Context: an optimization exercise on an open-source flow, tuned for small area. The choices shown serve that exercise and are no tape-out recipe. Only simulation tests tie the RTL to the original design; equivalence was not proved. Power figures rest on the tool's default switching activity, not on a simulated workload.

`flow/constraint.sdc`:
```
create_clock -name core_clock -period 6.0 [get_ports {clk}]
set_input_delay 1.2000 -clock core_clock [delete_from_list [all_inputs] [get_ports {clk}]]
set_output_delay 1.2000 -clock core_clock [all_outputs]
set_load 0.01 [all_outputs]
```
`flow/design.v`:
```
module SwitchComparator (
    input wire [31:0] a_in,
    input wire [31:0] b_in,
    output wire [31:0] a_out,
    output wire [31:0] b_out
    );
    assign a_out = (a_in < b_in) ? b_in : a_in;
    assign b_out = (a_in < b_in) ? a_in : b_in;
endmodule
module SortingNetwork (
    input wire [511:0] data_in,      
    input wire clk,                  
    input wire ena,                  
    input wire rst,                  
    output reg [511:0] data_out,    
    output wire valid                
    );
    reg [3:0] cnt;
    assign valid = (cnt >= 4'd11);
    wire [31:0] data_in_1 [0:15];
    wire [31:0] data_out_1 [0:15];
    wire [31:0] data_in_2 [0:15];
    wire [31:0] data_out_2 [0:15];
    wire [31:0] data_in_3 [0:15];
    wire [31:0] data_out_3 [0:15];
    wire [31:0] data_in_4 [0:15];
    wire [31:0] data_out_4 [0:15];
    wire [31:0] data_in_5 [0:15];
    wire [31:0] data_out_5 [0:15];
    wire [31:0] data_in_6 [0:15];
    wire [31:0] data_out_6 [0:15];
    wire [31:0] data_in_7 [0:15];
    wire [31:0] data_out_7 [0:15];
    wire [31:0] data_in_8 [0:15];
    wire [31:0] data_out_8 [0:15];
    wire [31:0] data_in_9 [0:15];
    wire [31:0] data_out_9 [0:15];
    wire [31:0] data_in_10 [0:15];
    wire [31:0] data_out_10 [0:15];
    reg [511:0] reg1, reg2, reg3, reg4, reg5, reg6, reg7, reg8, reg9, reg10;
    assign {data_in_1[0], data_in_1[1], data_in_1[2], data_in_1[3], 
            data_in_1[4], data_in_1[5], data_in_1[6], data_in_1[7], 
            data_in_1[8], data_in_1[9], data_in_1[10], data_in_1[11], 
            data_in_1[12], data_in_1[13], data_in_1[14], data_in_1[15]} = reg1;
    assign {data_in_2[0], data_in_2[1], data_in_2[2], data_in_2[3], 
            data_in_2[4], data_in_2[5], data_in_2[6], data_in_2[7], 
            data_in_2[8], data_in_2[9], data_in_2[10], data_in_2[11], 
            data_in_2[12], data_in_2[13], data_in_2[14], data_in_2[15]} = reg2;
    assign {data_in_3[0], data_in_3[1], data_in_3[2], data_in_3[3], 
            data_in_3[4], data_in_3[5], data_in_3[6], data_in_3[7], 
            data_in_3[8], data_in_3[9], data_in_3[10], data_in_3[11], 
            data_in_3[12], data_in_3[13], data_in_3[14], data_in_3[15]} = reg3;
    assign {data_in_4[0], data_in_4[1], data_in_4[2], data_in_4[3], 
            data_in_4[4], data_in_4[5], data_in_4[6], data_in_4[7], 
            data_in_4[8], data_in_4[9], data_in_4[10], data_in_4[11], 
            data_in_4[12], data_in_4[13], data_in_4[14], data_in_4[15]} = reg4;
    assign {data_in_5[0], data_in_5[1], data_in_5[2], data_in_5[3], 
            data_in_5[4], data_in_5[5], data_in_5[6], data_in_5[7], 
            data_in_5[8], data_in_5[9], data_in_5[10], data_in_5[11], 
            data_in_5[12], data_in_5[13], data_in_5[14], data_in_5[15]} = reg5;
    assign {data_in_6[0], data_in_6[1], data_in_6[2], data_in_6[3], 
            data_in_6[4], data_in_6[5], data_in_6[6], data_in_6[7], 
            data_in_6[8], data_in_6[9], data_in_6[10], data_in_6[11], 
            data_in_6[12], data_in_6[13], data_in_6[14], data_in_6[15]} = reg6;
    assign {data_in_7[0], data_in_7[1], data_in_7[2], data_in_7[3], 
            data_in_7[4], data_in_7[5], data_in_7[6], data_in_7[7], 
            data_in_7[8], data_in_7[9], data_in_7[10], data_in_7[11], 
            data_in_7[12], data_in_7[13], data_in_7[14], data_in_7[15]} = reg7;
    assign {data_in_8[0], data_in_8[1], data_in_8[2], data_in_8[3], 
            data_in_8[4], data_in_8[5], data_in_8[6], data_in_8[7], 
            data_in_8[8], data_in_8[9], data_in_8[10], data_in_8[11], 
            data_in_8[12], data_in_8[13], data_in_8[14], data_in_8[15]} = reg8;
    assign {data_in_9[0], data_in_9[1], data_in_9[2], data_in_9[3], 
            data_in_9[4], data_in_9[5], data_in_9[6], data_in_9[7], 
            data_in_9[8], data_in_9[9], data_in_9[10], data_in_9[11], 
            data_in_9[12], data_in_9[13], data_in_9[14], data_in_9[15]} = reg9;
    assign {data_in_10[0], data_in_10[1], data_in_10[2], data_in_10[3], 
            data_in_10[4], data_in_10[5], data_in_10[6], data_in_10[7], 
            data_in_10[8], data_in_10[9], data_in_10[10], data_in_10[11], 
            data_in_10[12], data_in_10[13], data_in_10[14], data_in_10[15]} = reg10;
    always @(posedge clk or posedge rst) begin
        if(rst) begin
            cnt <= 0;
        end else if (ena) begin
            reg1 <= data_in;
            reg2 <= {data_out_1[0], data_out_1[1], data_out_1[2], data_out_1[3], 
                    data_out_1[4], data_out_1[5], data_out_1[6], data_out_1[7], 
                    data_out_1[8], data_out_1[9], data_out_1[10], data_out_1[11], 
                    data_out_1[12], data_out_1[13], data_out_1[14], data_out_1[15]};
            reg3 <= {data_out_2[0], data_out_2[1], data_out_2[2], data_out_2[3], 
                    data_out_2[4], data_out_2[5], data_out_2[6], data_out_2[7], 
                    data_out_2[8], data_out_2[9], data_out_2[10], data_out_2[11], 
                    data_out_2[12], data_out_2[13], data_out_2[14], data_out_2[15]};
            reg4 <= {data_out_3[0], data_out_3[1], data_out_3[2], data_out_3[3], 
                    data_out_3[4], data_out_3[5], data_out_3[6], data_out_3[7], 
                    data_out_3[8], data_out_3[9], data_out_3[10], data_out_3[11], 
                    data_out_3[12], data_out_3[13], data_out_3[14], data_out_3[15]};
            reg5 <= {data_out_4[0], data_out_4[1], data_out_4[2], data_out_4[3], 
                    data_out_4[4], data_out_4[5], data_out_4[6], data_out_4[7], 
                    data_out_4[8], data_out_4[9], data_out_4[10], data_out_4[11], 
                    data_out_4[12], data_out_4[13], data_out_4[14], data_out_4[15]};
            reg6 <= {data_out_5[0], data_out_5[1], data_out_5[2], data_out_5[3], 
                    data_out_5[4], data_out_5[5], data_out_5[6], data_out_5[7], 
                    data_out_5[8], data_out_5[9], data_out_5[10], data_out_5[11], 
                    data_out_5[12], data_out_5[13], data_out_5[14], data_out_5[15]};
            reg7 <= {data_out_6[0], data_out_6[1], data_out_6[2], data_out_6[3], 
                    data_out_6[4], data_out_6[5], data_out_6[6], data_out_6[7], 
                    data_out_6[8], data_out_6[9], data_out_6[10], data_out_6[11], 
                    data_out_6[12], data_out_6[13], data_out_6[14], data_out_6[15]};
            reg8 <= {data_out_7[0], data_out_7[1], data_out_7[2], data_out_7[3], 
                    data_out_7[4], data_out_7[5], data_out_7[6], data_out_7[7], 
                    data_out_7[8], data_out_7[9], data_out_7[10], data_out_7[11], 
                    data_out_7[12], data_out_7[13], data_out_7[14], data_out_7[15]};
            reg9 <= {data_out_8[0], data_out_8[1], data_out_8[2], data_out_8[3], 
                    data_out_8[4], data_out_8[5], data_out_8[6], data_out_8[7], 
                    data_out_8[8], data_out_8[9], data_out_8[10], data_out_8[11], 
                    data_out_8[12], data_out_8[13], data_out_8[14], data_out_8[15]};
            reg10 <= {data_out_9[0], data_out_9[1], data_out_9[2], data_out_9[3], 
                    data_out_9[4], data_out_9[5], data_out_9[6], data_out_9[7], 
                    data_out_9[8], data_out_9[9], data_out_9[10], data_out_9[11], 
                    data_out_9[12], data_out_9[13], data_out_9[14], data_out_9[15]};
            data_out <= {data_out_10[0], data_out_10[1], data_out_10[2], data_out_10[3], 
                    data_out_10[4], data_out_10[5], data_out_10[6], data_out_10[7], 
                    data_out_10[8], data_out_10[9], data_out_10[10], data_out_10[11], 
                    data_out_10[12], data_out_10[13], data_out_10[14], data_out_10[15]};
            if (cnt >= 4'd15) begin
                cnt <= 4'd12;
            end else begin
                cnt <= cnt + 1;
            end
        end
    end
    SwitchComparator cmp1_1(data_in_1[0], data_in_1[1], data_out_1[0], data_out_1[1]);
    SwitchComparator cmp1_2(data_in_1[2], data_in_1[3], data_out_1[2], data_out_1[3]);
    SwitchComparator cmp1_3(data_in_1[4], data_in_1[5], data_out_1[4], data_out_1[5]);
    SwitchComparator cmp1_4(data_in_1[6], data_in_1[7], data_out_1[6], data_out_1[7]);
    SwitchComparator cmp1_5(data_in_1[8], data_in_1[9], data_out_1[8], data_out_1[9]);
    SwitchComparator cmp1_6(data_in_1[10], data_in_1[11], data_out_1[10], data_out_1[11]);
    SwitchComparator cmp1_7(data_in_1[12], data_in_1[13], data_out_1[12], data_out_1[13]);
    SwitchComparator cmp1_8(data_in_1[14], data_in_1[15], data_out_1[14], data_out_1[15]);
    SwitchComparator cmp2_1(data_in_2[0], data_in_2[2], data_out_2[0], data_out_2[2]);
    SwitchComparator cmp2_2(data_in_2[1], data_in_2[3], data_out_2[1], data_out_2[3]);
    SwitchComparator cmp2_3(data_in_2[4], data_in_2[6], data_out_2[4], data_out_2[6]);
    SwitchComparator cmp2_4(data_in_2[5], data_in_2[7], data_out_2[5], data_out_2[7]);
    SwitchComparator cmp2_5(data_in_2[8], data_in_2[10], data_out_2[8], data_out_2[10]);
    SwitchComparator cmp2_6(data_in_2[9], data_in_2[11], data_out_2[9], data_out_2[11]);
    SwitchComparator cmp2_7(data_in_2[12], data_in_2[14], data_out_2[12], data_out_2[14]);
    SwitchComparator cmp2_8(data_in_2[13], data_in_2[15], data_out_2[13], data_out_2[15]);
    SwitchComparator cmp3_1(data_in_3[1], data_in_3[2], data_out_3[1], data_out_3[2]);
    SwitchComparator cmp3_2(data_in_3[5], data_in_3[6], data_out_3[5], data_out_3[6]);
    SwitchComparator cmp3_3(data_in_3[9], data_in_3[10], data_out_3[9], data_out_3[10]);
    SwitchComparator cmp3_4(data_in_3[13], data_in_3[14], data_out_3[13], data_out_3[14]);
    assign data_out_3[0] = data_in_3[0];
    assign data_out_3[3] = data_in_3[3];
    assign data_out_3[4] = data_in_3[4];
    assign data_out_3[7] = data_in_3[7];
    assign data_out_3[8] = data_in_3[8];
    assign data_out_3[11] = data_in_3[11];
    assign data_out_3[12] = data_in_3[12];
    assign data_out_3[15] = data_in_3[15];
    SwitchComparator cmp4_1(data_in_4[0], data_in_4[4], data_out_4[0], data_out_4[4]);
    SwitchComparator cmp4_2(data_in_4[1], data_in_4[5], data_out_4[1], data_out_4[5]);
    SwitchComparator cmp4_3(data_in_4[2], data_in_4[6], data_out_4[2], data_out_4[6]);
    SwitchComparator cmp4_4(data_in_4[3], data_in_4[7], data_out_4[3], data_out_4[7]);
    SwitchComparator cmp4_5(data_in_4[8], data_in_4[12], data_out_4[8], data_out_4[12]);
    SwitchComparator cmp4_6(data_in_4[9], data_in_4[13], data_out_4[9], data_out_4[13]);
    SwitchComparator cmp4_7(data_in_4[10], data_in_4[14], data_out_4[10], data_out_4[14]);
    SwitchComparator cmp4_8(data_in_4[11], data_in_4[15], data_out_4[11], data_out_4[15]);
    SwitchComparator cmp5_1(data_in_5[2], data_in_5[4], data_out_5[2], data_out_5[4]);
    SwitchComparator cmp5_2(data_in_5[3], data_in_5[5], data_out_5[3], data_out_5[5]);
    SwitchComparator cmp5_3(data_in_5[10], data_in_5[12], data_out_5[10], data_out_5[12]);
    SwitchComparator cmp5_4(data_in_5[11], data_in_5[13], data_out_5[11], data_out_5[13]);
    assign data_out_5[0] = data_in_5[0];
    assign data_out_5[1] = data_in_5[1];
    assign data_out_5[6] = data_in_5[6];
    assign data_out_5[7] = data_in_5[7];
    assign data_out_5[8] = data_in_5[8];
    assign data_out_5[9] = data_in_5[9];
    assign data_out_5[14] = data_in_5[14];
    assign data_out_5[15] = data_in_5[15];
    SwitchComparator cmp6_1(data_in_6[1], data_in_6[2], data_out_6[1], data_out_6[2]);
    SwitchComparator cmp6_2(data_in_6[3], data_in_6[4], data_out_6[3], data_out_6[4]);
    SwitchComparator cmp6_3(data_in_6[5], data_in_6[6], data_out_6[5], data_out_6[6]);
    SwitchComparator cmp6_4(data_in_6[9], data_in_6[10], data_out_6[9], data_out_6[10]);
    SwitchComparator cmp6_5(data_in_6[11], data_in_6[12], data_out_6[11], data_out_6[12]);
    SwitchComparator cmp6_6(data_in_6[13], data_in_6[14], data_out_6[13], data_out_6[14]);
    assign data_out_6[0] = data_in_6[0];
    assign data_out_6[7] = data_in_6[7];
    assign data_out_6[8] = data_in_6[8];
    assign data_out_6[15] = data_in_6[15];
    SwitchComparator cmp7_1(data_in_7[0], data_in_7[8], data_out_7[0], data_out_7[8]);
    SwitchComparator cmp7_2(data_in_7[1], data_in_7[9], data_out_7[1], data_out_7[9]);
    SwitchComparator cmp7_3(data_in_7[2], data_in_7[10], data_out_7[2], data_out_7[10]);
    SwitchComparator cmp7_4(data_in_7[3], data_in_7[11], data_out_7[3], data_out_7[11]);
    SwitchComparator cmp7_5(data_in_7[4], data_in_7[12], data_out_7[4], data_out_7[12]);
    SwitchComparator cmp7_6(data_in_7[5], data_in_7[13], data_out_7[5], data_out_7[13]);
    SwitchComparator cmp7_7(data_in_7[6], data_in_7[14], data_out_7[6], data_out_7[14]);
    SwitchComparator cmp7_8(data_in_7[7], data_in_7[15], data_out_7[7], data_out_7[15]);
    SwitchComparator cmp8_1(data_in_8[4], data_in_8[8], data_out_8[4], data_out_8[8]);
    SwitchComparator cmp8_2(data_in_8[5], data_in_8[9], data_out_8[5], data_out_8[9]);
    SwitchComparator cmp8_3(data_in_8[6], data_in_8[10], data_out_8[6], data_out_8[10]);
    SwitchComparator cmp8_4(data_in_8[7], data_in_8[11], data_out_8[7], data_out_8[11]);
    assign data_out_8[0] = data_in_8[0];
    assign data_out_8[1] = data_in_8[1];
    assign data_out_8[2] = data_in_8[2];
    assign data_out_8[3] = data_in_8[3];
    assign data_out_8[12] = data_in_8[12];
    assign data_out_8[13] = data_in_8[13];
    assign data_out_8[14] = data_in_8[14];
    assign data_out_8[15] = data_in_8[15];
    SwitchComparator cmp9_1(data_in_9[2], data_in_9[4], data_out_9[2], data_out_9[4]);
    SwitchComparator cmp9_2(data_in_9[3], data_in_9[5], data_out_9[3], data_out_9[5]);
    SwitchComparator cmp9_3(data_in_9[6], data_in_9[8], data_out_9[6], data_out_9[8]);
    SwitchComparator cmp9_4(data_in_9[7], data_in_9[9], data_out_9[7], data_out_9[9]);
    SwitchComparator cmp9_5(data_in_9[10], data_in_9[12], data_out_9[10], data_out_9[12]);
    SwitchComparator cmp9_6(data_in_9[11], data_in_9[13], data_out_9[11], data_out_9[13]);
    assign data_out_9[0] = data_in_9[0];
    assign data_out_9[1] = data_in_9[1];
    assign data_out_9[14] = data_in_9[14];
    assign data_out_9[15] = data_in_9[15];
    SwitchComparator cmp10_1(data_in_10[1], data_in_10[2], data_out_10[1], data_out_10[2]);
    SwitchComparator cmp10_2(data_in_10[3], data_in_10[4], data_out_10[3], data_out_10[4]);
    SwitchComparator cmp10_3(data_in_10[5], data_in_10[6], data_out_10[5], data_out_10[6]);
    SwitchComparator cmp10_4(data_in_10[7], data_in_10[8], data_out_10[7], data_out_10[8]);
    SwitchComparator cmp10_5(data_in_10[9], data_in_10[10], data_out_10[9], data_out_10[10]);
    SwitchComparator cmp10_6(data_in_10[11], data_in_10[12], data_out_10[11], data_out_10[12]);
    SwitchComparator cmp10_7(data_in_10[13], data_in_10[14], data_out_10[13], data_out_10[14]);
    assign data_out_10[0] = data_in_10[0];
    assign data_out_10[15] = data_in_10[15];
endmodule
```
`flow/config.mk`:
```
export PLATFORM = sky130hd
export DESIGN_NAME = SortingNetwork
export DESIGN_NICKNAME = SortingNetwork
export VERILOG_FILES = /design/flow/design.v
export SDC_FILE = /design/flow/constraint.sdc
export NUM_CORES = 4
export LEC_CHECK = 0
export CAP_MARGIN = 20
export CORE_MARGIN = 10
export CORE_UTILIZATION = 40
export SLEW_MARGIN = 20
```
`flow/run.sh`:
```
#!/bin/bash
# synth_recipe.tcl (not shown) runs the flow's synth.tcl, then flattens the netlist and writes it again
# the make line also repeats each setting of config.mk as NAME=value (left out here)
make -C /OpenROAD-flow-scripts/flow DESIGN_CONFIG=/design/flow/config.mk WORK_HOME=/design/flow/orfs CLKGATE_MAP_FILE= SYNTH_SCRIPT=/design/flow/synth_recipe.tcl finish
```
==> run summary <==
-- per-layer routing --
layer	GRT usage (%)	vias up	routed length (um)
li1	-	67135	-
met1	33.19	74932	370400
met2	35.58	5668	369200
met3	3.526	1193	56410
met4	8.494	70	36370
met5	0	-	475
-- worst paths after layout --
kind	from	to	slack, ns	depth (start not counted)
min	reg8[475]	reg9[475]	0.39	0
min in group asynchronous	rst	cnt[0]	0.41	2
max	reg1[450]	reg2[456]	1.88	10
max in group asynchronous	rst	cnt[3]	5.44	2
max reg2reg	reg1[450]	reg2[456]	1.88	10
min reg2reg	reg8[475]	reg9[475]	0.39	0
-- registers in the layout, indices dropped and copies added (netlist names) --
name / flops
cnt: 4
data_out: 512
reg1: 512
reg10: 512
reg2: 512
reg3: 512
reg4: 512
reg5: 512
reg6: 512
reg7: 512
reg8: 512
reg9: 512
-- worst max-delay path: stages (launching register included) --
cell and delay (ns):
edfxtp_1 0.38, inv_1 0.06, ha_1 0.32, a211o_1 0.31, a31oi_1 0.18, nor3_1 0.08
nor3_1 0.49, o31a_1 0.39, o311a_2 0.62, buf_4 0.56, mux2_2 0.41
-- logic make-up (layout without fill, tap and decap cells) --
family	after synthesis	in the layout	share of synthesized area (%)
buffers and inverters	2383	4326	3.610
muxes	4034	4034	17.19
adders and majority gates	1954	1954	9.204
DFF	5636	5636	63.71
AOI/OAI and AO/OA	1343	1343	3.374
other	0	18	0
and+or+nand+nor	1498	1498	2.920
-- power by group --
| part | switching (W) | internal [W] |
|---|---|---|
| clock | 0.0163 | 0.0219 |
| combinational | 0.00582 | 0.00526 |
| sequential | 0.00240 | 0.0463 |
| total | 0.0245 | 0.0734 |
-- Yosys cell counts, types with 143 or more instances --
cell | number | area (um2)
edfxtp_1 | 5632 | 169100
mux2_2 | 3912 | 44050
inv_1 | 1961 | 7361
ha_1 | 1954 | 24450
a21oi_1 | 561 | 2808
nand2_1 | 420 | 1577
buf_2 | 402 | 2012
nand3_1 | 256 | 1281
nand4_1 | 255 | 1595
nor2_1 | 160 | 600.6
a21o_1 | 145 | 1089
o21ai_0 | 143 | 715.7
-- area by class of cell --
type                    count  area share (%)
repair buffers           1264           4.206
clock buffers             719           5.118
diodes                     18         0.01463
clock inverters           382           1.472
multi-input cells        8829           28.23
well taps                8879           3.608
inverters                1961           2.391
flip-flops and latches   5636           54.96
-- per-stage QoR --
step	util (%)	power (W)	hold WS (ns)	instances
CTS	46.46	0.09863	0.3063	27669
global placement	43.39	0.06031	0.4017	26566
floorplan	-	0.05913	0.4003	16848
finish	46.47	0.09795	0.3873	27688
global route	46.47	0.1013	0.3715	27672
detailed placement	43.40	0.06046	0.4045	26568
==> impl_metrics.env <==
export IMPL_wl_per_cell_um=30.08
export IMPL_min_period_ns=4.120
export IMPL_critPathLaunchType="flip-flop"
export IMPL_cp_data_arrival_time_ns=5.00
export IMPL_cap_viol_max_count=0
export IMPL_tns_ns=0
export IMPL_portBuffers=1027
export IMPL_htree_levels=6
export IMPL_via_per_inst=5.381
export IMPL_crit_type="reg -> reg"
export IMPL_syn_inst=16848
export IMPL_final_cell_mix="edfxtp_1, mux2_2, inv_1, ha_1, clkdlybuf4s50_1"
export IMPL_p_per_area_nw_per_um2=318.1
export IMPL_dieHeight_um=834.9
export IMPL_area_growth_pct=15.91
export IMPL_postLayoutSetupSlackWorst_ns=1.880
export IMPL_drt_first_pass_iters=8
export IMPL_cts_resized=0
export IMPL_min_path_type="reg -> reg"
export IMPL_grt_usage_pct=23.13
export IMPL_coreArea_um2=662500
export IMPL_setup_viol=0
export IMPL_worstPathRequired_ns=6.88
export IMPL_io_pins=1028
export IMPL_seq_area_um2=169200
export IMPL_grt_max_degree=108
export IMPL_fmax_ghz=0.2427
export IMPL_ir_drop_mv=0.3696
export IMPL_cts_hold_buf=0
export IMPL_clkSinkCount=5636
export IMPL_tritoncts="yes"
export IMPL_synth_area_per_cell_um2=15.77
export IMPL_grt_pass1_vias=143356
export IMPL_maxSlewViolCount=0
export IMPL_crit_fanout=42
export IMPL_fin_area_um2=307900
export IMPL_nFillCells=56845
export IMPL_synthFlopType="edfxtp_1"
export IMPL_hpwl_mm=670.9
export IMPL_multiInputGateArea_um2=86930
export IMPL_rows=299
export IMPL_dp_slack_ns=1.701
export IMPL_synth_nets=19317
export IMPL_outcome="timing/DRC/antenna clean"
export IMPL_post_route_period_util_pct=68.67
export IMPL_numCtsBuffers=610
export IMPL_seq_area_frac_synth_pct=63.71
export IMPL_place_area_um2=287500
export IMPL_die_x_um=834.9
export IMPL_ys_ff_latch=5636
export IMPL_postCtsSetupBuffers=0
export IMPL_via_count=148998
export IMPL_max_slew_worst_pin_slew_ns=1.113
export IMPL_clock_latency_ns=1.14
export IMPL_clk_pin_slew_ns=0.06
export IMPL_slew_headroom_pct=25.82
export IMPL_rsz0062_at_grt="false"
export IMPL_initialDrtViolationCount=16922
export IMPL_fin_nets=20771
export IMPL_place_congestion=0.9744
export IMPL_ys_async_sr_fraction_pct=0.07097
export IMPL_clk_path_buf_depth=4
export IMPL_ys_types=46
export IMPL_syn_cell_area_um2=265600
export IMPL_synth_edf_count=5632
export IMPL_hold_viol=0
export IMPL_endpoint_kind="flip-flop"
export IMPL_finClkSkew_ns=0.07980
export IMPL_ys_warnings_count=1
export IMPL_root_buffer="clkbuf_16"
export IMPL_wirelength_mm=832.8
export IMPL_grt_pass1_wl_mm=1144
export IMPL_grt_antenna_before_repair=114
export IMPL_final_common_cell="edfxtp_1"
export IMPL_drcViolationCount=0
export IMPL_initial_core_util_pct=40.09
export IMPL_leakage_nw=116.1
export IMPL_globalRouteOverflowTotal=0
export IMPL_die_area_um2=697100
export IMPL_antenna_left=0
export IMPL_drive_gt1_share_pct=27.65

==> port drivers added, routing unchanged <==
The flow's constraints put no driver on any port. The routed layout listed below was extracted and timed again, unchanged, in two steps. Step 1 assumes that a clkbuf_16 drives the clock port and a buf_2 every other input. Step 2 also shifts input and output timing later by t, the mid clock arrival at the registers, as if the neighbouring blocks saw the same clock. a / b / c = ideal ports / drivers / drivers and shift; a / b = the first two.
shift t [ns]: 1.231
setup slack, ns: 1.880 / 1.880 / 1.717
pins driven straight from the clock port: 1
After both steps this run still meets setup and hold. For this run, drivers alone change the setup slack by 0.000 ns; drivers and shift together by -0.163 ns.
